Background: an optimization exercise with open tools, aiming at small area and a short achievable clock period. Do not read the settings as production practice. Only simulation tests tie the RTL to the original design; equivalence was not proved.

==> flow/design.v (outline; a module is shown in full before it is edited, if it fits) <==
// module lab2_pipe: 2746 lines
// module lab2_fa: 4 lines
// module lab2_x2: 3 lines
// module lab2_bsel: 3 lines
// module lab2_x3: 3 lines
// module lab2_nor: 3 lines
module lab2_pipe (
    input clk,
    input rst,
    input start,
    input [31:0] x,
    output reg rdy,
    output [31:0] y
);
  // ...
==> flow/run.sh <==
#!/bin/bash
# synth_recipe.tcl (not shown) runs the flow's synth.tcl, then flattens the netlist and writes it again
# the make line also repeats each setting of config.mk as NAME=value (left out here)
make -C /OpenROAD-flow-scripts/flow DESIGN_CONFIG=/design/flow/config.mk WORK_HOME=/design/flow/orfs CLKGATE_MAP_FILE= SYNTH_SCRIPT=/design/flow/synth_recipe.tcl finish
==> flow/config.mk <==
export PLATFORM = sky130hd
export DESIGN_NAME = lab2_pipe
export DESIGN_NICKNAME = lab2_pipe
export VERILOG_FILES = /design/flow/design.v
export SDC_FILE = /design/flow/constraint.sdc
export NUM_CORES = 4
export LEC_CHECK = 0
export CAP_MARGIN = 20
export CORE_MARGIN = 2
export CORE_UTILIZATION = 40
export PLACE_DENSITY = 0.6
export SLEW_MARGIN = 20
export SYNTH_HIERARCHICAL = 1
==> flow/constraint.sdc <==
create_clock -name core_clock -period 15.0 [get_ports {clk}]
set_input_delay 3.0000 -clock core_clock [delete_from_list [all_inputs] [get_ports {clk}]]
set_output_delay 3.0000 -clock core_clock [all_outputs]
set_load 0.01 [all_outputs]
==> flow_summary.ini, run 1 <==
[run_status]
status = complete, no violations

[synthesis]
ys_ff_latch = 320
yosys.area_share.adder_pct = 48.1
ys_seq_area_share_pct = 21.4

[worst_setup_path]
cp.buffers_inverters = 0
rr_endpoint = r3_x4l[21]$_DFF_P_

[sta]
setup_viol = 0
fin_crit_ns = 4.76
worstMarginPinSlew_ns = 1.20
clock.fmax_mhz = 210

[clocking]
cts_sinks = 320

[drt]
drt_iter0_drc = 1563
routed_wl_um = 77600
routedWlPerCell_um = 19.8

[floorplanning]
initial_core_util_pct = 40.4

[final_layout]
multi_input_area_share_pct = 68.5
area_delta_synth_final_pct = 9.36
mostFrequentLayoutCell = nand2_1

[grt]
grtUsageMet3_pct = 4.04

[place]
pre_cts_slack_ns = 9.70
dpl.hpwl_um = 55500
==> run 2, diff against run 1 <==
--- a/flow/config.mk
+++ b/flow/config.mk
@@ -9,5 +9,5 @@
 export CORE_MARGIN = 2
 export CORE_UTILIZATION = 40
 export PLACE_DENSITY = 0.6
-export SLEW_MARGIN = 20
+export SLEW_MARGIN = 75
 export SYNTH_HIERARCHICAL = 1
==> flow_summary.ini, run 2 <==
[floorplanning]
core.rowCount = 100
chipWidth_um = 278
initial_core_util_pct = 40.4
die-area_mm2 = 0.0772
die_h_um = 278
coreArea_mm2 = 0.0743
num_io_pins = 68

[sta]
tns_ns = 0
setup_viol = 0
hold-worst-slack_ns = 0.324
period_share_pct = 29.7
clock.fmax_mhz = 225
rsz0062_at_grt = false
timing.final.hold_violations = 0
finClkSkew_ns = 0.0420
fin_crit_ns = 4.45
slew_viol_final = 0

[worst_setup_path]
cp-startpoint = y_r[4]$_SDFF_PP0_
path_cells = clkdlybuf4s50_1
cp.arrival_ns = 1.45
max_stage_delay_ns = 0.55
required_ns = 12.00
critical_path_class = reg -> out
end_kind = primary output
crit_family = buffers and inverters
cp.buffers_inverters = 1
cpMaxStageDelayCell = clkdlybuf4s50_1
reg2reg_from = r2_x2l[21]$_DFF_P_
cp_max_fo = 1
critPathLaunchType = register

[grt]
overflow = 0
grt_first_pass_wirelength_um = 126000
grt_max_degree = 37
grtUsageTotal_pct = 20.9
grt_pass1_vias = 22693
antenna_found_initial = 1

[final_layout]
stdcell_area_mm2 = 0.0333
largest_register_ffs = 77
mostFrequentLayoutCell = nand2_1
ff_latch_area_mm2 = 0.00655
largest-register = r4_cs
diodes = 0
drive_above_1_share_pct = 7.47
reg_top3 = r4_cs: 77 flops, r1_x: 32 flops
layout_common_cells = nand2_1, fa_1, dfxtp_1
fillers = 7049
fin_nets = 3718
multiInputGateArea_mm2 = 0.0227
area_delta_synth_final_pct = 11.2
layout.cells.non_filler = 3927

[synthesis]
synth_area_mm2 = 0.0300
synth_area_leaders = fa_1, dfxtp_1, nand2_1
netlist_top_cells_count = nand2_1, fa_1, dfxtp_1
synth.distinct_cells = 64
synthArstFlopShare_pct = 0
yosysWarnings = 7
yosys.area.top_type_share_pct = 44.6
ys_seq_area_share_pct = 21.4
synth_edf_count = 0
syn_inst = 2953
avgSynthCellArea_um2 = 10.2
ys_ff_latch = 320
synth_top_cell_by_area = fa_1
synth_most_common_cell = nand2_1
ys.flop_type = dfxtp_1
synth_nets = 3740

[clocking]
clock_latency_ns = 0.58
htreeDepth = 2
cts_sinks = 320
cts_root_buf = clkbuf_16
ctsHoldBuffers = 0
clockBufferDepth = 3
cts_tree = built
cts_inserted_buffers = 39
cts_resized = 0
cts_setup_buffers = 0
clkTransAtPathRegs_ns = 0.07

[drt]
antenna_left = 0
routed_wl_um = 77900
routedWlPerCell_um = 19.8
first_pass_iters = 7
vias_per_cell = 5.25
drcViolationCount = 0
drt_iter0_drc = 1567
vias = 20602

[run_status]
status = complete, no violations

[worst_hold_path]
hp-class = reg -> reg
min_from = r2_x[29]$_DFF_P_

[place]
portBuffers = 66
placed_area_mm2 = 0.0319
placed_cells = 3858
dpl.hpwl_um = 55800
gp_congestion = 0.869

[run]
drv_cap = 0
run 2: cells by family (layout without fill, tap and decap cells):
kind of cell / after synthesis / in the layout / synth area share, %
xor+xnor: 228 / 228 / 6.66
compound gates: 205 / 205 / 4.46
fa+ha+maj: 752 / 752 / 48.1
other cells: 1 / 1 / 0.0125
simple gates: 1150 / 1150 / 15.6
mux: 3 / 3 / 0.100
flops: 320 / 320 / 21.4
buf+inv: 294 / 299 / 3.73
run 2: path summary, 6_finish.rpt:
path                        endpoint  slack, ns  depth (start not counted)
setup / recovery                y[4]      10.55                          1
hold / removal      r3_x[29]$_DFF_P_       0.32                          0
setup reg to reg  r3_x4h[13]$_DFF_P_      10.61                         14
hold reg to reg     r3_x[29]$_DFF_P_       0.32                          0
run 2: cell type report:
type	count	area share [%]
clock buffer	55	3.64
clock inverter	13	0.338
inverter	116	1.31
multi-input combinational	2339	68.0
sequential	320	19.6
tap	969	3.64
timing repair buffer	115	3.46
run 2: per-layer routing:
metal  share of wire, %  routed length, um  GRT usage, %  up-vias
met1                 41              32100          27.8    10566
met4                2.3               1830          5.97        0
met3                8.1               6330          3.55      138
li1                   -                  -             -     8994
met5                  0                  0             0        -
met2                 48              37700          35.3      904
run 2: metrics by stage:
stage	setup WS [ns]	utilization [%]
2_1_floorplan	10.81	-
3_3_place_gp	9.70	42.4
3_5_place_dp	10.21	42.9
4_1_cts	10.49	44.7
5_1_grt	10.33	44.9
6_report	10.55	44.9
run 2: modules after synthesis, one instance, submodules excluded:
module	area (um2)	cells	copies in the design	flops+latches
lab2_fa	20.0	1	664	0
lab2_nor	3.75	1	52	0
lab2_pipe	15600	2130	1	320
lab2_x2	8.76	1	107	0
==> run 3, diff against run 2 <==
--- a/flow/config.mk
+++ b/flow/config.mk
@@ -8,6 +8,8 @@
 export CAP_MARGIN = 20
 export CORE_MARGIN = 2
 export CORE_UTILIZATION = 40
+export CTS_CLUSTER_DIAMETER = 80
+export CTS_CLUSTER_SIZE = 22
 export PLACE_DENSITY = 0.6
 export SLEW_MARGIN = 75
 export SYNTH_HIERARCHICAL = 1
==> flow_summary.ini, run 3 <==
[clocking]
cts_tree = built
cts_resized = 0
ctsHoldBuffers = 0
cts_root_buf = clkbuf_16
cts_inserted_buffers = 24
clock_latency_ns = 0.59
cts_sinks = 320
clkTransAtPathRegs_ns = 0.08
cts_setup_buffers = 0
clockBufferDepth = 3
htreeDepth = 1

[synthesis]
synth.distinct_cells = 64
synth_area_leaders = fa_1, dfxtp_1, nand2_1
synth_most_common_cell = nand2_1
yosys.area.top_type_share_pct = 44.6
synth_edf_count = 0
synth_top_cell_by_area = fa_1
syn_inst = 2953
synth_area_mm2 = 0.0300
ys_ff_latch = 320
avgSynthCellArea_um2 = 10.2
ys.flop_type = dfxtp_1
ys_seq_area_share_pct = 21.4
synthArstFlopShare_pct = 0
yosysWarnings = 7
netlist_top_cells_count = nand2_1, fa_1, dfxtp_1
synth_nets = 3740

[final_layout]
diodes = 0
largest_register_ffs = 77
area_delta_synth_final_pct = 9.49
largest-register = r4_cs
mostFrequentLayoutCell = nand2_1
layout_common_cells = nand2_1, fa_1, dfxtp_1
fin_nets = 3703
reg_top3 = r4_cs: 77 flops, r1_x: 32 flops
drive_above_1_share_pct = 6.68

[sta]
setup_viol = 0
clock.fmax_mhz = 222
timing.final.hold_violations = 0
layout_setup_ws_ns = 10.51
finClkSkew_ns = 0.0559
period_share_pct = 30.0
rsz0062_at_grt = false
fin_crit_ns = 4.49
slew_viol_final = 0
tns_ns = 0

[worst_hold_path]
worstHoldPathCells = 0
min_from = r3_x2[1]$_DFF_P_
hp-class = reg -> reg
hold_path_end = r4_cs[3]$_DFF_P_

[floorplanning]
die_h_um = 278
chipWidth_um = 278
core.rowCount = 100
num_io_pins = 68
die-area_mm2 = 0.0772
initial_core_util_pct = 40.4
coreArea_mm2 = 0.0743

[grt]
grt_pass1_vias = 22401
grt_max_degree = 37
overflow = 0
grt_first_pass_wirelength_um = 125000
antenna_found_initial = 1
grtUsageTotal_pct = 20.6

[drt]
drt_iter0_drc = 1506
antenna_left = 0
vias = 20473
vias_per_cell = 5.25
routed_wl_um = 77000
first_pass_iters = 5
drcViolationCount = 0
routedWlPerCell_um = 19.7

[worst_setup_path]
path_cells = clkdlybuf4s50_1
cp_max_fo = 1
cp.arrival_ns = 1.49
rr_endpoint = r3_x4h[13]$_DFF_P_
cpMaxStageDelayCell = clkdlybuf4s50_1
cp.buffers_inverters = 1
required_ns = 12.00
critical_path_class = reg -> out
reg2reg_from = r2_x2l[21]$_DFF_P_
rrSetupSlack_ns = 10.61
crit_family = buffers and inverters
critPathLaunchType = register
end_kind = primary output
max_stage_delay_ns = 0.55
reg2reg_depth = 14

[place]
pre_cts_slack_ns = 10.21
gp_congestion = 0.869
portBuffers = 66
dpl.hpwl_um = 55800

[run]
drv_cap = 0

[run_status]
status = complete, no violations
run 3: cell count changes in the layout (fill, tap and decap cells not counted), moves of 2 or more:
cell,previous run,this run
inv_8,1,4
clkinvlp_4,4,0
clkinv_8,2,4
clkbuf_8,7,0
clkinv_2,3,0
clkbuf_16,44,25
inv_16,0,2
run 3: Yosys stat by module (local to each module, per instance):
module / cells / times used / cell area [um2]
lab2_nor: 1 / 52 / 3.75
lab2_x2: 1 / 107 / 8.76
lab2_pipe: 2130 / 1 / 15600
lab2_fa: 1 / 664 / 20.0
run 3: logic make-up (layout without fill, tap and decap cells):
logic type | count (synthesis) | after routing | synth area share, %
DFF | 320 | 320 | 21.4
and+or+nand+nor | 1150 | 1150 | 15.6
AOI/OAI and AO/OA | 205 | 205 | 4.46
adders and majority gates | 752 | 752 | 48.1
buffers and inverters | 294 | 273 | 3.73
muxes | 3 | 3 | 0.100
xor gates and xnor gates | 228 | 228 | 6.66
other | 1 | 1 | 0.0125
run 3: layer usage:
layer | wire length (um) | vias up | share of wire [%] | track usage, %
met5 | 0 | - | 0 | 0
met4 | 1750 | 0 | 2.3 | 4.80
li1 | - | 8949 | - | -
met3 | 5800 | 129 | 7.5 | 3.02
met1 | 32100 | 10520 | 42 | 27.6
met2 | 37300 | 875 | 48 | 35.4
run 3: worst max-delay path by stage:
stage | start | end | slack, ns | depth (start not counted)
floorplan | r2_x2l[12]$_DFF_P_ | r3_x4l[20]$_DFF_P_ | 10.81 | 15
global placement | rst | y_r[26]$_SDFF_PP0_ | 9.70 | 7
detailed placement | rst | y_r[26]$_SDFF_PP0_ | 10.21 | 7
CTS | y_r[4]$_SDFF_PP0_ | y[4] | 10.44 | 1
global route | r2_x2l[3]$_DFF_P_ | r3_x4l[21]$_DFF_P_ | 10.36 | 14
finish | y_r[4]$_SDFF_PP0_ | y[4] | 10.51 | 1
run 3: final cells by class:
type | instances | area, um2
clock buffers | 28 | 637
clock inverters | 14 | 185
fillers | 7096 | 41500
inverters | 116 | 438
multi-input cells | 2339 | 22700
flip-flops and latches | 320 | 6550
well taps | 969 | 1210
repair buffers | 115 | 1150
run 3: metrics by stage:
step           hold WS, ns  instance area [um2]  instances  util (%)
2_1_floorplan        0.310                30000       2953         -
3_3_place_gp         0.310                31500       3852      42.4
3_5_place_dp         0.312                31900       3858      42.9
4_1_cts              0.321                32700       3900      44.1
5_1_grt              0.325                32800       3901      44.2
6_report             0.324                32800       3901      44.2
==> run 4, diff against run 3 <==
==> flow/flow/run.sh (new file) <==
#!/bin/bash
set -euo pipefail
export BUFFER_PORTS_ARGS="-buffer_cell sky130_fd_sc_hd__buf_2"
bash standard.sh > standard_flow.log 2>&1
==> flow/standard.sh (new file) <==
#!/bin/bash
# synth_recipe.tcl (not shown) runs the flow's synth.tcl, then flattens the netlist and writes it again
# the make line also repeats each setting of config.mk as NAME=value (left out here)
make -C /OpenROAD-flow-scripts/flow DESIGN_CONFIG=/design/flow/config.mk WORK_HOME=/design/flow/orfs CLKGATE_MAP_FILE= SYNTH_SCRIPT=/design/flow/synth_recipe.tcl "${@:-finish}"
--- a/flow/config.mk
+++ b/flow/config.mk
@@ -8,8 +8,6 @@
 export CAP_MARGIN = 20
 export CORE_MARGIN = 2
 export CORE_UTILIZATION = 40
-export CTS_CLUSTER_DIAMETER = 80
-export CTS_CLUSTER_SIZE = 22
 export PLACE_DENSITY = 0.6
 export SLEW_MARGIN = 75
 export SYNTH_HIERARCHICAL = 1
removed: flow/run.sh
==> flow_summary.ini, run 4 <==
[worst_setup_path]
cp_max_fo = 25
cp.buffers_inverters = 2
cpMaxStageDelayCell = fa_1
max_stage_delay_ns = 0.50
critPathLaunchType = register
required_ns = 15.50
critical_path_class = reg -> reg
crit_family = adder cells
path_cells = buf_6 -> inv_1 -> nand2_1 -> fa_1 -> fa_1 -> fa_1 -> fa_1 -> ha_1 -> a41oi_1 -> o21ai_0 -> a21o_1 -> nor3_1 -> o21ai_2 -> a221oi_2 -> xor2_1
end_kind = register
path_common_cell = fa_1
cp.arrival_ns = 4.78

[clocking]
ctsHoldBuffers = 0
htreeDepth = 2
cts_tree = built
cts_resized = 0
clkTransAtPathRegs_ns = 0.06
clock_latency_ns = 0.58
cts_root_buf = clkbuf_16
cts_inserted_buffers = 40
clockBufferDepth = 3
cts_sinks = 320
cts_setup_buffers = 0

[place]
portBuffers = 66
pre_cts_slack_ns = 10.67
gp_congestion = 0.840
dpl.hpwl_um = 55800
placed_cells = 3855

[drt]
routed_wl_um = 77800
vias = 20441
vias_per_cell = 5.21
drt_iter0_drc = 1487
first_pass_iters = 6
drcViolationCount = 0
routedWlPerCell_um = 19.8
antenna_left = 0

[sta]
timing.final.hold_violations = 0
period_share_pct = 28.6
clock.fmax_mhz = 233
slew_viol_final = 0
hold-worst-slack_ns = 0.320
finClkSkew_ns = 0.0386
layout_setup_ws_ns = 10.72
tns_ns = 0
setup_viol = 0
fin_crit_ns = 4.28
rsz0062_at_grt = false

[floorplanning]
die-area_mm2 = 0.0772
initial_core_util_pct = 40.4
num_io_pins = 68
chipWidth_um = 278
coreArea_mm2 = 0.0743
core.rowCount = 100
die_h_um = 278

[grt]
grtUsageTotal_pct = 20.8
antenna_found_initial = 1
overflow = 0
grt_first_pass_wirelength_um = 125000
grt_max_degree = 49
grt_pass1_vias = 22113

[synthesis]
synth_top_cell_by_area = fa_1
netlist_top_cells_count = nand2_1, fa_1, dfxtp_1
ys.flop_type = dfxtp_1
yosys.area.top_type_share_pct = 44.6
synth_nets = 3740
synthArstFlopShare_pct = 0
synth.distinct_cells = 64
syn_inst = 2953
avgSynthCellArea_um2 = 10.2
synth_most_common_cell = nand2_1
synth_edf_count = 0
synth_area_leaders = fa_1, dfxtp_1, nand2_1
synth_area_mm2 = 0.0300
yosysWarnings = 7
ys_seq_area_share_pct = 21.4
ys_ff_latch = 320

[run_status]
status = complete, no violations

[worst_hold_path]
hp-class = reg -> reg

[final_layout]
area_delta_synth_final_pct = 10.1
layout_common_cells = nand2_1, fa_1, dfxtp_1
drive_above_1_share_pct = 9.63
largest_register_ffs = 77
layout.cells.non_filler = 3927
fillers = 7015
fin_nets = 3717
mostFrequentLayoutCell = nand2_1
largest-register = r4_cs
reg_top3 = r4_cs: 77 flops, r1_x: 32 flops
diodes = 0

[run]
drv_cap = 0
==> run 4: path summary, 6_finish.rpt <==
check	from	to	slack [ns]	depth (start not counted)
worst max-delay path	r2_x2l[5]$_DFF_P_	r3_x4l[20]$_DFF_P_	10.72	15
worst min-delay path	r2_x[14]$_DFF_P_	r3_x[14]$_DFF_P_	0.32	0
worst max register to register	r2_x2l[5]$_DFF_P_	r3_x4l[20]$_DFF_P_	10.72	15
worst min register to register	r2_x[14]$_DFF_P_	r3_x[14]$_DFF_P_	0.32	0
==> run 4: Yosys stat by module, one instance, submodules excluded <==
module	cell area, um2	cells inside	copies in the design	flops+latches
lab2_x2	8.76	1	107	0
lab2_fa	20.0	1	664	0
lab2_pipe	15600	2130	1	320
lab2_nor	3.75	1	52	0
==> run 4: kinds of logic after synthesis <==
kind of cell / count (synthesis) / share of synthesized area (%)
adder cells (fa/ha/maj): 752 / 48.1
XOR/XNOR: 228 / 6.66
other: 1 / 0.0125
flip-flops: 320 / 21.4
AO/OA/AOI/OAI: 205 / 4.46
AND/OR/NAND/NOR: 1150 / 15.6
buffers and inverters: 294 / 3.73
multiplexers: 3 / 0.100
==> run 4: metal layers <==
metal / global-route usage [%] / vias up / part of all wire [%]
li1: - / 8991 / -
met4: 6.28 / 0 / 3.1
met3: 3.99 / 172 / 7.4
met2: 34.6 / 833 / 47
met5: 0 / - / 0
met1: 27.6 / 10445 / 42
==> run 4: area by class of cell <==
type | instances | area [um2] | share of cell area, %
clock inverters | 19 | 268 | 0.811
repair buffers | 113 | 786 | 2.38
flip-flops and latches | 320 | 6570 | 19.9
multi-input cells | 2339 | 22600 | 68.5
clock buffers | 51 | 1140 | 3.47
inverters | 116 | 440 | 1.33
well taps | 969 | 1210 | 3.67
==> run 4: stage by stage <==
| step | utilization (%) | area (um2) |
|---|---|---|
| CTS | 44.3 | 32900 |
| detailed placement | 42.4 | 31500 |
| floorplan | - | 30000 |
| finish | 44.4 | 33000 |
| global placement | 41.9 | 31200 |
| global route | 44.4 | 33000 |
==> run 5, diff against run 4 <==
--- a/flow/config.mk
+++ b/flow/config.mk
@@ -8,6 +8,8 @@
 export CAP_MARGIN = 20
 export CORE_MARGIN = 2
 export CORE_UTILIZATION = 40
+export CTS_CLUSTER_DIAMETER = 60
+export CTS_CLUSTER_SIZE = 30
 export PLACE_DENSITY = 0.6
 export SLEW_MARGIN = 75
 export SYNTH_HIERARCHICAL = 1
==> flow_summary.ini, run 5 <==
[synthesis]
synth_most_common_cell = nand2_1
synthArstFlopShare_pct = 0
yosysWarnings = 7
netlist_top_cells_count = nand2_1, fa_1, dfxtp_1
syn_inst = 2953
synth_area_leaders = fa_1, dfxtp_1, nand2_1
ys_ff_latch = 320
synth_nets = 3740
ys.flop_type = dfxtp_1
synth_area_mm2 = 0.0300
ys_seq_area_share_pct = 21.4
yosys.area.top_type_share_pct = 44.6
avgSynthCellArea_um2 = 10.2
synth.distinct_cells = 64
synth_top_cell_by_area = fa_1
synth_edf_count = 0

[final_layout]
mostFrequentLayoutCell = nand2_1
ff_latch_area_mm2 = 0.00657
reg_top3 = r4_cs: 77 flops, r1_x: 32 flops
stdcell_area_mm2 = 0.0329
drive_above_1_share_pct = 9.46
fin_nets = 3711
largest-register = r4_cs
layout_common_cells = nand2_1, fa_1, dfxtp_1
fillers = 7037
multiInputGateArea_mm2 = 0.0226
diodes = 0
area_delta_synth_final_pct = 9.57
largest_register_ffs = 77

[sta]
fin_crit_ns = 4.30
setup_viol = 0
slew_viol_final = 0
timing.final.hold_violations = 0
tns_ns = 0
finClkSkew_ns = 0.0210
rsz0062_at_grt = false
clock.fmax_mhz = 233
period_share_pct = 28.6

[grt]
overflow = 0
grt_pass1_vias = 22126
grtUsageMet3_pct = 3.79
grtUsageTotal_pct = 20.8
grt_max_degree = 49
antenna_found_initial = 1
grt_first_pass_wirelength_um = 125000
met2_usage_pct = 34.4
busiest_layer = met2
grtUsageMet1_pct = 27.9

[worst_setup_path]
critical_path_class = reg -> reg
required_ns = 15.46
cp_max_fo = 3
reg2reg_depth = 14
end_kind = register
critPathLaunchType = register
cp.arrival_ns = 4.75

[place]
gp_congestion = 0.840
portBuffers = 66
placed_area_mm2 = 0.0315
dpl.hpwl_um = 55800

[floorplanning]
initial_core_util_pct = 40.4
num_io_pins = 68
core.rowCount = 100
die_h_um = 278
chipWidth_um = 278
die-area_mm2 = 0.0772
coreArea_mm2 = 0.0743

[drt]
drt_iter0_drc = 1549
antenna_left = 0
routedWlPerCell_um = 19.8
drcViolationCount = 0
vias = 20425
vias_per_cell = 5.21
routed_wl_um = 77800
first_pass_iters = 6

[clocking]
htreeDepth = 2
cts_tree = built
cts_setup_buffers = 0
cts_inserted_buffers = 34
clock_latency_ns = 0.58
cts_root_buf = clkbuf_16
clkTransAtPathRegs_ns = 0.10
cts_sinks = 320
ctsHoldBuffers = 0
cts_resized = 0
clockBufferDepth = 3

[worst_hold_path]
worstHoldPathCells = 0
hp-class = reg -> reg

[run]
drv_cap = 0

[run_status]
status = complete, no violations
run 5: cell counts after synthesis:
No cell type changed its count.
run 5: cell families after synthesis:
logic type                 count (synthesis)  share of synthesized area (%)
xor gates and xnor gates                 228                           6.66
DFF                                      320                           21.4
buffers and inverters                    294                           3.73
AOI/OAI and AO/OA                        205                           4.46
muxes                                      3                          0.100
and+or+nand+nor                         1150                           15.6
adders and majority gates                752                           48.1
other                                      1                         0.0125
run 5: cell type report:
class,instances,area share [%]
clock buffer,39,2.80
clock inverter,23,0.994
inverter,116,1.34
multi-input combinational,2339,68.8
sequential,320,20.0
tap,969,3.69
timing repair buffer,113,2.39
run 5: critical path, cell delays in order (launching register included):
cell      delay [ns]
dfxtp_1         0.33
inv_1           0.06
fa_2            0.41
fa_2            0.36
nor2b_1         0.10
o21ai_0         0.10
a21boi_1        0.30
o21ai_0         0.16
nor2b_1         0.18
xnor2_2         0.22
nand2_1         0.12
fa_1            0.47
fa_1            0.44
fa_1            0.52
fa_1            0.41
run 5: routing by layer:
layer	wire [um]	share of wire [%]	vias to the layer above
li1	-	-	8983
met1	32800	42	10417
met2	36900	47	867
met3	5770	7.4	158
met4	2280	2.9	0
met5	0	0	-
run 5: stage by stage:
| stage | hold slack [ns] | setup WS [ns] | utilization [%] | instances |
|---|---|---|---|---|
| 2_1_floorplan | 0.310 | 10.81 | - | 2953 |
| 3_3_place_gp | 0.310 | 10.22 | 41.9 | 3850 |
| 3_5_place_dp | 0.312 | 10.67 | 42.4 | 3855 |
| 4_1_cts | 0.307 | 10.63 | 44.1 | 3917 |
| 5_1_grt | 0.309 | 10.39 | 44.2 | 3919 |
| 6_report | 0.303 | 10.70 | 44.2 | 3919 |
run 5: modules after synthesis, one instance, submodules excluded:
| module | flip-flops and latches | cells inside |
|---|---|---|
| lab2_fa | 0 | 1 |
| lab2_nor | 0 | 1 |
| lab2_pipe | 320 | 2130 |
| lab2_x2 | 0 | 1 |
run 5: worst paths after layout:
path                      start                  to  slack, ns
max reg2reg  r2_x2l[21]$_DFF_P_  r3_x4h[13]$_DFF_P_      10.70
min reg2reg    r2_x[14]$_DFF_P_    r3_x[14]$_DFF_P_       0.30
max          r2_x2l[21]$_DFF_P_  r3_x4h[13]$_DFF_P_      10.70
min            r2_x[14]$_DFF_P_    r3_x[14]$_DFF_P_       0.30
==> run 6, diff against run 5 <==
--- a/flow/config.mk
+++ b/flow/config.mk
@@ -8,8 +8,8 @@
 export CAP_MARGIN = 20
 export CORE_MARGIN = 2
 export CORE_UTILIZATION = 40
-export CTS_CLUSTER_DIAMETER = 60
-export CTS_CLUSTER_SIZE = 30
+export CTS_CLUSTER_DIAMETER = 80
+export CTS_CLUSTER_SIZE = 22
 export PLACE_DENSITY = 0.6
-export SLEW_MARGIN = 75
+export SLEW_MARGIN = 65
 export SYNTH_HIERARCHICAL = 1
==> flow_summary.ini, run 6 <==
[place]
gp_congestion = 0.840
placed_area_mm2 = 0.0313
placed_cells = 3851
portBuffers = 66
dpl.hpwl_um = 55600

[synthesis]
ys.flop_type = dfxtp_1
synth_area_leaders = fa_1, dfxtp_1, nand2_1
ys_ff_latch = 320
netlist_top_cells_count = nand2_1, fa_1, dfxtp_1
yosysWarnings = 7
syn_inst = 2953
synth.distinct_cells = 64
synth_most_common_cell = nand2_1
synth_area_mm2 = 0.0300
synthArstFlopShare_pct = 0
yosys.area.top_type_share_pct = 44.6
ys_seq_area_share_pct = 21.4
synth_edf_count = 0
avgSynthCellArea_um2 = 10.2
synth_top_cell_by_area = fa_1
synth_nets = 3740

[sta]
worstMarginPinSlew_ns = 0.559
slew_viol_final = 0
timing.final.hold_violations = 0
slew_headroom_pct = 62.7
hold-worst-slack_ns = 0.327
tns_ns = 0
rsz0062_at_grt = false
finClkSkew_ns = 0.0514
clock.fmax_mhz = 229
period_share_pct = 29.1
setup_viol = 0
fin_crit_ns = 4.36

[floorplanning]
initial_core_util_pct = 40.4
die-area_mm2 = 0.0772
core.rowCount = 100
die_h_um = 278
coreArea_mm2 = 0.0743
num_io_pins = 68
chipWidth_um = 278

[worst_setup_path]
cp.arrival_ns = 4.83
cp_max_fo = 3
end_kind = register
critPathLaunchType = register
required_ns = 15.47
path_common_cell = fa_1
max_stage_delay_ns = 0.51
path_cells = inv_1 -> fa_2 -> fa_2 -> nor2b_1 -> o21ai_0 -> a21boi_0 -> o21ai_0 -> nor2b_1 -> xnor2_1 -> nand2_1 -> fa_1 -> fa_1 -> fa_1 -> fa_1
cpMaxStageDelayCell = fa_1
critical_path_class = reg -> reg

[run_status]
status = complete, no violations

[grt]
overflow = 0
grtUsageTotal_pct = 20.6
grt_pass1_vias = 22050
antenna_found_initial = 0
grt_max_degree = 49
grt_first_pass_wirelength_um = 124000

[clocking]
ctsHoldBuffers = 0
clock_latency_ns = 0.62
cts_tree = built
cts_setup_buffers = 0
cts_inserted_buffers = 28
cts_sinks = 320
clockBufferDepth = 3
htreeDepth = 1
cts_resized = 0
clkTransAtPathRegs_ns = 0.09
cts_root_buf = clkbuf_16

[run]
drv_cap = 0

[final_layout]
diodes = 0
area_delta_synth_final_pct = 7.95
layout.cells.non_filler = 3902
stdcell_area_mm2 = 0.0324
fillers = 7064
largest-register = r4_cs
layout_common_cells = nand2_1, fa_1, dfxtp_1
mostFrequentLayoutCell = nand2_1
fin_nets = 3699
reg_top3 = r4_cs: 77 flops, r1_x: 32 flops
largest_register_ffs = 77
drive_above_1_share_pct = 8.25

[drt]
routedWlPerCell_um = 19.8
drt_iter0_drc = 1360
antenna_left = 0
routed_wl_um = 77300
vias_per_cell = 5.19
vias = 20235
first_pass_iters = 6
drcViolationCount = 0

[worst_hold_path]
hp-class = reg -> reg
[run 6: cell counts after synthesis]
No cell type changed its count.
[run 6: routing by layer]
metal	wire [um]	vias up	share of wire [%]	track usage (%)
met4	2190	0	2.8	5.71
met1	32000	10282	41	27.3
li1	-	8959	-	-
met3	6010	148	7.8	3.80
met5	0	-	0	0
met2	37100	846	48	34.7
[run 6: worst max-delay path, delay by kind of cell (launching register included)]
family	cells	cell delay, ns
AND/OR/NAND/NOR	3	0.39
AO/OA/AOI/OAI	3	0.55
buffers and inverters	1	0.06
adder cells (fa/ha/maj)	6	2.58
flip-flops	1	0.32
XOR/XNOR	1	0.33
[run 6: kinds of logic after synthesis]
logic type | share of synthesized area [%]
flops | 21.4
mux | 0.100
other cells | 0.0125
simple gates | 15.6
compound gates | 4.46
xor+xnor | 6.66
fa+ha+maj | 48.1
buf+inv | 3.73
[run 6: Yosys stat by module (local to each module, per instance)]
| module | cell area [um2] | flip-flops and latches | cells inside | times used |
|---|---|---|---|---|
| lab2_fa | 20.0 | 0 | 1 | 664 |
| lab2_pipe | 15600 | 320 | 2130 | 1 |
| lab2_x2 | 8.76 | 0 | 1 | 107 |
| lab2_nor | 3.75 | 0 | 1 | 52 |
[run 6: path summary, 6_finish.rpt]
kind / from / slack [ns] / cells past startpoint / endpoint
worst max-delay path: r2_x2l[21]$_DFF_P_ / 10.64 / 14 / r3_x4h[13]$_DFF_P_
worst min-delay path: r2_x[28]$_DFF_P_ / 0.33 / 0 / r3_x[28]$_DFF_P_
worst max register to register: r2_x2l[21]$_DFF_P_ / 10.64 / 14 / r3_x4h[13]$_DFF_P_
worst min register to register: r2_x[28]$_DFF_P_ / 0.33 / 0 / r3_x[28]$_DFF_P_
[run 6: metrics by stage]
step                setup slack [ns]  utilization (%)
detailed placement             10.59             42.1
floorplan                      10.81                -
finish                         10.64             43.6
global placement               10.22             41.9
CTS                            10.58             43.5
global route                   10.29             43.6
[run 6: area by class of cell]
type                       instances  area (um2)  share of cell area [%]
sequential                       320        6510                    20.1
clock inverter                    18         273                   0.842
inverter                         116         438                    1.35
tap                              969        1210                    3.74
timing repair buffer             107         639                    1.97
multi-input combinational       2339       22500                    69.6
clock buffer                      33         783                    2.42
==> run 7, diff against run 6 <==
--- a/flow/config.mk
+++ b/flow/config.mk
@@ -11,5 +11,5 @@
 export CTS_CLUSTER_DIAMETER = 80
 export CTS_CLUSTER_SIZE = 22
 export PLACE_DENSITY = 0.6
-export SLEW_MARGIN = 65
+export SLEW_MARGIN = 80
 export SYNTH_HIERARCHICAL = 1
==> flow_summary.ini, run 7 <==
[floorplanning]
die-area_mm2 = 0.0772
coreArea_mm2 = 0.0743
num_io_pins = 68
initial_core_util_pct = 40.4
chipWidth_um = 278
die_h_um = 278
core.rowCount = 100

[final_layout]
final_util_pct = 44.9
diodes = 0
largest_register_ffs = 77
fillers = 7040
stdcell_area_mm2 = 0.0334
largest-register = r4_cs
fin_nets = 3731
area_delta_synth_final_pct = 11.2
layout.cells.non_filler = 3935
layout_common_cells = nand2_1, fa_1, dfxtp_1
reg_top3 = r4_cs: 77 flops, r1_x: 32 flops
mostFrequentLayoutCell = nand2_1
drive_above_1_share_pct = 10.9

[sta]
rsz0062_at_grt = false
setup_viol = 0
finClkSkew_ns = 0.0216
period_share_pct = 29.1
tns_ns = 0
slew_viol_final = 0
timing.final.hold_violations = 0
fin_crit_ns = 4.37
clock.fmax_mhz = 229

[place]
placed_cells = 3873
dpl.hpwl_um = 56800
placed_area_mm2 = 0.0321
gp_congestion = 0.840
portBuffers = 66

[grt]
grt_pass1_vias = 22140
antenna_found_initial = 0
grtUsageTotal_pct = 20.7
overflow = 0
grt_max_degree = 33
grt_first_pass_wirelength_um = 125000

[synthesis]
ys_seq_area_share_pct = 21.4
synth_top_cell_by_area = fa_1
ys_ff_latch = 320
synth_area_leaders = fa_1, dfxtp_1, nand2_1
synth_nets = 3740
synth.distinct_cells = 64
ys.flop_type = dfxtp_1
yosys.area.top_type_share_pct = 44.6
synth_area_mm2 = 0.0300
synth_most_common_cell = nand2_1
yosysWarnings = 7
synth_edf_count = 0
avgSynthCellArea_um2 = 10.2
synthArstFlopShare_pct = 0
syn_inst = 2953
netlist_top_cells_count = nand2_1, fa_1, dfxtp_1

[worst_setup_path]
critical_path_class = reg -> reg
cpMaxStageDelayCell = fa_4
cp-startpoint = r2_x2l[21]$_DFF_P_
end_kind = register
max_stage_delay_ns = 0.51
path_common_cell = fa_1
critPathLaunchType = register
required_ns = 15.48
cp_max_fo = 3
cp.buffers_inverters = 1
reg2reg_depth = 14
cp.arrival_ns = 4.85
rrSetupSlack_ns = 10.63
cp.depth = 14
path_cells = inv_1 -> fa_4 -> fa_4 -> nor2b_1 -> o21ai_1 -> a21boi_2 -> o21ai_0 -> nor2b_1 -> xnor2_2 -> nand2_1 -> fa_1 -> fa_1 -> fa_1 -> fa_1
crit_family = adder cells
reg2reg_from = r2_x2l[21]$_DFF_P_

[clocking]
htreeDepth = 1
clock_latency_ns = 0.60
cts_setup_buffers = 0
cts_sinks = 320
cts_resized = 0
clkTransAtPathRegs_ns = 0.09
cts_tree = built
ctsHoldBuffers = 0
cts_inserted_buffers = 29
cts_root_buf = clkbuf_16
clockBufferDepth = 3

[drt]
dr_wl_met3_um = 5670
vias_per_cell = 5.20
first_pass_iters = 5
wl_met2_um = 37300
routedWlPerCell_um = 19.7
drt_iter0_drc = 1285
vias = 20464
routed_wl_um = 77700
routed.top_layer = met5
drcViolationCount = 0
antenna_left = 0
wl_met1_um = 32500

[run_status]
status = complete, no violations

[worst_hold_path]
hp-class = reg -> reg
worstHoldPathCells = 0
min_from = r2_x[3]$_DFF_P_

[run]
drv_cap = 0
## run 7: final timing paths
check / end
setup / recovery: r3_x4h[13]$_DFF_P_
hold / removal: r3_x[3]$_DFF_P_
setup reg to reg: r3_x4h[13]$_DFF_P_
hold reg to reg: r3_x[3]$_DFF_P_
## run 7: cell families after synthesis
kind of cell,after synthesis,synth area share (%)
buffers and inverters,294,3.73
adder cells (fa/ha/maj),752,48.1
multiplexers,3,0.100
other,1,0.0125
AND/OR/NAND/NOR,1150,15.6
AO/OA/AOI/OAI,205,4.46
XOR/XNOR,228,6.66
flip-flops,320,21.4
## run 7: layout make-up
cell class	instances	area [um2]	area share, %
inverters	116	440	1.32
multi-input cells	2339	22900	68.6
clock buffers	33	762	2.28
well taps	969	1210	3.63
flip-flops and latches	320	6600	19.8
clock inverters	20	297	0.889
repair buffers	138	1180	3.55
## run 7: stage by stage
step	setup WS [ns]	hold WS [ns]
after floorplan	10.81	0.310
after global placement	10.22	0.310
after detailed placement	10.52	0.312
after CTS	10.48	0.327
after global routing	10.40	0.328
final	10.63	0.323
## run 7: per-module statistics from Yosys (local to each module, per instance)
module / times used / flip-flops and latches / cell area [um2] / cells
lab2_fa: 664 / 0 / 20.0 / 1
lab2_nor: 52 / 0 / 3.75 / 1
lab2_pipe: 1 / 320 / 15600 / 2130
lab2_x2: 107 / 0 / 8.76 / 1
## run 7: worst register-to-register path: stages, from the launching register on
cell,delay (ns)
dfxtp_1,0.32
inv_1,0.05
fa_4,0.51
fa_4,0.45
nor2b_1,0.13
o21ai_1,0.10
a21boi_2,0.22
o21ai_0,0.12
nor2b_1,0.16
xnor2_2,0.23
nand2_1,0.12
fa_1,0.47
fa_1,0.44
fa_1,0.51
fa_1,0.40
## run 7: per-layer routing
metal / up-vias / track usage, %
li1: 9017 / -
met3: 150 / 3.59
met1: 10494 / 27.5
met2: 801 / 34.9
met5: - / 0.313
met4: 2 / 5.34
==> run 8, diff against run 7 <==
--- a/flow/config.mk
+++ b/flow/config.mk
@@ -11,5 +11,5 @@
 export CTS_CLUSTER_DIAMETER = 80
 export CTS_CLUSTER_SIZE = 22
 export PLACE_DENSITY = 0.6
-export SLEW_MARGIN = 80
+export SLEW_MARGIN = 75
 export SYNTH_HIERARCHICAL = 1
==> flow_summary.ini, run 8 <==
[floorplanning]
die_h_um = 278
die-area_mm2 = 0.0772
initial_core_util_pct = 40.4
core.rowCount = 100
coreArea_mm2 = 0.0743
chipWidth_um = 278
num_io_pins = 68

[final_layout]
mostFrequentLayoutCell = nand2_1
fin_nets = 3706
reg_top3 = r4_cs: 77 flops, r1_x: 32 flops
fillers = 7067
largest_register_ffs = 77
drive_above_1_share_pct = 9.15
largest-register = r4_cs
diodes = 0
area_delta_synth_final_pct = 8.86
layout_common_cells = nand2_1, fa_1, dfxtp_1
layout.cells.non_filler = 3910

[worst_setup_path]
end_kind = register
critical_path_class = reg -> reg
cp_max_fo = 3
critPathCapture = r3_x4h[13]$_DFF_P_
cp-startpoint = r2_x2l[21]$_DFF_P_
required_ns = 15.47
reg2reg_from = r2_x2l[21]$_DFF_P_
rrSetupSlack_ns = 10.73
cp.arrival_ns = 4.74
reg2reg_depth = 14
rr_endpoint = r3_x4h[13]$_DFF_P_
critPathLaunchType = register

[drt]
drt_iter0_drc = 1509
routedWlPerCell_um = 19.8
first_pass_iters = 5
antenna_left = 0
vias_per_cell = 5.22
drcViolationCount = 0
routed_wl_um = 77500
vias = 20407

[sta]
setup_viol = 0
slew_viol_final = 0
period_share_pct = 28.5
tns_ns = 0
clock.fmax_mhz = 234
rsz0062_at_grt = false
fin_crit_ns = 4.27
finClkSkew_ns = 0.0495
layout_setup_ws_ns = 10.73
timing.final.hold_violations = 0

[clocking]
cts_sinks = 320
cts_setup_buffers = 0
cts_inserted_buffers = 28
htreeDepth = 1
cts_resized = 0
cts_root_buf = clkbuf_16
clock_latency_ns = 0.62
clkTransAtPathRegs_ns = 0.09
clockBufferDepth = 3
ctsHoldBuffers = 0
cts_tree = built

[synthesis]
ys_ff_latch = 320
avgSynthCellArea_um2 = 10.2
synth_most_common_cell = nand2_1
synth_top_cell_by_area = fa_1
synth_edf_count = 0
synth.distinct_cells = 64
synth_nets = 3740
synthArstFlopShare_pct = 0
yosysWarnings = 7
synth_area_mm2 = 0.0300
ys.flop_type = dfxtp_1
netlist_top_cells_count = nand2_1, fa_1, dfxtp_1
yosys.area.top_type_share_pct = 44.6
syn_inst = 2953
synth_area_leaders = fa_1, dfxtp_1, nand2_1
ys_seq_area_share_pct = 21.4

[grt]
overflow = 0
antenna_found_initial = 2
grt_max_degree = 49
grt_first_pass_wirelength_um = 124000
grtUsageTotal_pct = 20.6
grt_pass1_vias = 21950

[run_status]
status = complete, no violations

[place]
gp_congestion = 0.840
dpl.hpwl_um = 55800
placed_cells = 3855
pre_cts_slack_ns = 10.67
portBuffers = 66

[worst_hold_path]
hp-class = reg -> reg

[run]
drv_cap = 0
run 8: cell count changes in the layout (fill, tap and decap cells not counted), sizes merged:
cell / before / now
clkbuf: 38 / 32
clkdlybuf4s25: 3 / 0
buf: 129 / 113
run 8: through the flow:
stage	utilization [%]	instance area [um2]	hold slack [ns]
finish	43.9	32700	0.328
global route	43.9	32700	0.328
CTS	43.8	32600	0.326
global placement	41.9	31200	0.310
detailed placement	42.4	31500	0.312
floorplan	-	30000	0.310
run 8: cells by family after synthesis:
logic type,count (synthesis),synth area share (%)
simple gates,1150,15.6
fa+ha+maj,752,48.1
flops,320,21.4
buf+inv,294,3.73
xor+xnor,228,6.66
compound gates,205,4.46
mux,3,0.100
other cells,1,0.0125
run 8: cell type report:
| cell class | count | area (um2) | area share [%] |
|---|---|---|---|
| multi-input combinational | 2339 | 22600 | 69.3 |
| sequential | 320 | 6570 | 20.1 |
| tap | 969 | 1210 | 3.71 |
| timing repair buffer | 114 | 793 | 2.43 |
| clock buffer | 32 | 747 | 2.29 |
| inverter | 116 | 440 | 1.35 |
| clock inverter | 20 | 280 | 0.858 |
run 8: per-module statistics from Yosys, one instance, submodules excluded:
module	flip-flops and latches	copies in the design
lab2_nor	0	52
lab2_fa	0	664
lab2_x2	0	107
lab2_pipe	320	1
run 8: how the worst min path moves through the flow:
stage,slack (ns),end,startpoint,depth (start not counted)
2_1_floorplan,0.31,r2_x[31]$_DFF_P_,r1_x[31]$_DFF_P_,0
3_3_place_gp,0.31,r3_x[13]$_DFF_P_,r2_x[13]$_DFF_P_,0
3_5_place_dp,0.31,r3_x[12]$_DFF_P_,r2_x[12]$_DFF_P_,0
4_1_cts,0.33,r3_x[28]$_DFF_P_,r2_x[28]$_DFF_P_,0
5_1_grt,0.33,r3_x[24]$_DFF_P_,r2_x[24]$_DFF_P_,0
6_report,0.33,r3_x[14]$_DFF_P_,r2_x[14]$_DFF_P_,0
run 8: layer usage:
| layer | up-vias | track usage, % | share of wire [%] |
|---|---|---|---|
| met5 | - | 0 | 0 |
| met4 | 0 | 5.78 | 2.9 |
| met1 | 10424 | 27.8 | 42 |
| met3 | 143 | 3.33 | 7.1 |
| li1 | 8970 | - | - |
| met2 | 870 | 34.3 | 48 |
run 8: critical path, stage by stage (launching register included):
cell	delay, ns
dfxtp_1	0.33
inv_1	0.06
fa_2	0.41
fa_2	0.36
nor2b_1	0.10
o21ai_0	0.10
a21boi_1	0.30
o21ai_0	0.16
nor2b_1	0.18
xnor2_2	0.22
nand2_1	0.11
fa_1	0.47
fa_1	0.44
fa_1	0.51
fa_1	0.41
==> run 9, diff against run 8 <==
--- a/flow/config.mk
+++ b/flow/config.mk
@@ -7,9 +7,9 @@
 export LEC_CHECK = 0
 export CAP_MARGIN = 20
 export CORE_MARGIN = 2
-export CORE_UTILIZATION = 40
+export CORE_UTILIZATION = 60
 export CTS_CLUSTER_DIAMETER = 80
 export CTS_CLUSTER_SIZE = 22
-export PLACE_DENSITY = 0.6
+export PLACE_DENSITY = 0.75
 export SLEW_MARGIN = 75
 export SYNTH_HIERARCHICAL = 1
==> flow_summary.ini, run 9 <==
[run_status]
status = complete, no violations

[clocking]
ctsHoldBuffers = 0
htreeDepth = 1
clockBufferDepth = 3
cts_resized = 0
cts_tree = built
cts_setup_buffers = 0
cts_root_buf = clkbuf_16
clkTransAtPathRegs_ns = 0.09
cts_inserted_buffers = 25
cts_sinks = 320
clock_latency_ns = 0.58

[sta]
setup_viol = 0
clock.fmax_mhz = 225
period_share_pct = 29.6
rsz0062_at_grt = false
timing.final.hold_violations = 0
finClkSkew_ns = 0.0383
slew_viol_final = 0
fin_crit_ns = 4.44
tns_ns = 0

[place]
portBuffers = 66
gp_congestion = 0.916
dpl.hpwl_um = 55800

[final_layout]
largest_register_ffs = 77
area_delta_synth_final_pct = 6.95
reg_top3 = r4_cs: 77 flops, r1_x: 32 flops
diodes = 0
final_util_pct = 65.3
layout_common_cells = nand2_1, fa_1, dfxtp_1
mostFrequentLayoutCell = nand2_1
drive_above_1_share_pct = 8.85
fillers = 3711
fin_nets = 3688
largest-register = r4_cs

[drt]
drcViolationCount = 0
drt_iter0_drc = 2030
antenna_left = 0
routed_wl_um = 75700
routedWlPerCell_um = 21.2
first_pass_iters = 6
vias = 21420
vias_per_cell = 5.98

[synthesis]
yosys.area.top_type_share_pct = 44.6
synth_top_family_by_area = adder cells
synth.distinct_cells = 64
synth_mux_area_share_pct = 0.100
avgSynthCellArea_um2 = 10.2
synth-compound-area-share_pct = 4.46
synth_area_leaders = fa_1, dfxtp_1, nand2_1
synth_nets = 3740
yosysWarnings = 7
synth_edf_count = 0
synth_most_common_cell = nand2_1
synthArstFlopShare_pct = 0
ys_ff_latch = 320
synthSimpleGateAreaFrac_pct = 15.6
ys_seq_area_share_pct = 21.4
synth_area_mm2 = 0.0300
ys.flop_type = dfxtp_1
syn_inst = 2953
netlist_top_cells_count = nand2_1, fa_1, dfxtp_1
synth_top_cell_by_area = fa_1
yosys.area_share.adder_pct = 48.1
yosys.area_share.xor_xnor_pct = 6.66

[grt]
antenna_found_initial = 0
grtUsageTotal_pct = 30.6
grt_pass1_vias = 23423
grt_first_pass_wirelength_um = 122000
overflow = 0
grt_max_degree = 38

[floorplanning]
initial_core_util_pct = 61.0
chipWidth_um = 228
num_io_pins = 68
core.rowCount = 81
coreArea_mm2 = 0.0492
die-area_mm2 = 0.0518
die_h_um = 228

[worst_setup_path]
critical_path_class = reg -> reg
end_kind = register
cp_max_fo = 27
required_ns = 15.50
reg2reg_depth = 14
critPathLaunchType = register
cp.arrival_ns = 4.94

[worst_hold_path]
hp-class = reg -> reg
worstHoldPathCells = 0

[run]
drv_cap = 0
run 9: cell types whose count changed in the layout (fill, tap and decap cells not counted), moves of 3 or more:
cell and delta:
inv_6 -3, buf_6 -7, xnor2_2 +3, clkbuf_16 -4, xnor2_1 -3, buf_4 -12, dfxtp_4 +10, dfxtp_1 -10
run 9: modules after synthesis, one instance, submodules excluded:
module     flip-flops and latches  cells
lab2_x2                         0      1
lab2_fa                         0      1
lab2_pipe                     320   2130
lab2_nor                        0      1
run 9: per-layer routing:
layer  up-vias  part of all wire [%]  track usage, %
li1       8918                     -               -
met1     10693                    35            37.3
met2      1466                    49            52.0
met3       343                    10            6.04
met4         0                   6.0            15.9
met5         -                     0               0
run 9: final timing paths:
kind,start,to,slack [ns]
worst max-delay path,r2_x2l[0]$_DFF_P_,r3_x4l[20]$_DFF_P_,10.56
worst min-delay path,r2_x[19]$_DFF_P_,r3_x[19]$_DFF_P_,0.32
worst max register to register,r2_x2l[0]$_DFF_P_,r3_x4l[20]$_DFF_P_,10.56
worst min register to register,r2_x[19]$_DFF_P_,r3_x[19]$_DFF_P_,0.32
run 9: metrics by stage:
step	std cells	worst slack (ns)	hold slack, ns	instance area [um2]
final	3579	10.56	0.324	32100
after global placement	3528	10.31	0.311	30600
after detailed placement	3535	10.51	0.312	31100
after global routing	3579	10.38	0.335	32100
after floorplan	2953	10.81	0.310	30000
after CTS	3576	10.50	0.327	31900
run 9: cell type report:
type	instances	area, um2	area share (%)
multi-input combinational	2339	22700	70.7
clock inverter	14	200	0.624
clock buffer	27	633	1.97
sequential	320	6600	20.6
inverter	116	438	1.37
tap	664	831	2.59
timing repair buffer	99	698	2.18
run 9: kinds of logic (layout without fill, tap and decap cells):
group | count (synthesis) | in the layout
simple gates | 1150 | 1150
fa+ha+maj | 752 | 752
flops | 320 | 320
buf+inv | 294 | 256
xor+xnor | 228 | 228
compound gates | 205 | 205
mux | 3 | 3
other cells | 1 | 1
run 9: critical path, stage by stage, from the launching register on:
cell	delay, ns
dfxtp_1	0.31
buf_4	0.31
nand2_1	0.14
fa_1	0.45
fa_1	0.46
fa_1	0.41
fa_1	0.47
ha_1	0.36
a41oi_1	0.20
o21ai_0	0.18
a21o_1	0.24
nor3_1	0.26
o21ai_2	0.12
a221oi_2	0.27
xor2_1	0.19

## port drivers added, routing unchanged
The results above use ideal ports. As a check the final layouts listed here were re-extracted and re-timed, cells and wires unchanged. Step 1 sets driving cells, clkbuf_16 on the clock port and buf_2 on the other inputs (assumed; they add their load-dependent delay and slew). Step 2 times the ports against the registers' clock, not the clock port: input delays grow and output delays shrink by t, the midpoint of the rising clock arrivals with the driver on. a / b / c = ideal / step 1 / step 2; a / b = the first two.
run	t, ns	setup WS [ns]	worst hold slack (ns)	worst setup path after step 2	worst slew at a driven data input, ns
run 1	0.627	10.244 / 10.244 / 9.722	0.310 / 0.310 / 0.310	input to register	0.04
run 2	0.615	10.546 / 10.484 / 10.263	0.324 / 0.324 / 0.324	input to register	0.04
run 3	0.627	10.505 / 10.445 / 10.241	0.324 / 0.324 / 0.324	input to register	0.04
run 4	0.623	10.716 / 10.716 / 10.716	0.320 / 0.320 / 0.320	register to register	0.03
run 5	0.629	10.703 / 10.703 / 10.703	0.303 / 0.303 / 0.303	register to register	0.03
run 6	0.655	10.637 / 10.637 / 10.637	0.327 / 0.327 / 0.327	register to register	0.03
run 7	0.656	10.630 / 10.630 / 10.630	0.323 / 0.323 / 0.323	register to register	0.03
run 8	0.660	10.729 / 10.729 / 10.729	0.328 / 0.328 / 0.328	register to register	0.03
run 9	0.617	10.560 / 10.560 / 10.560	0.324 / 0.324 / 0.324	register to register	0.04
After both steps every run listed still meets setup and hold. For run 1, which loses most, drivers alone change the setup slack by 0.000 ns; drivers and shift together by -0.522 ns.
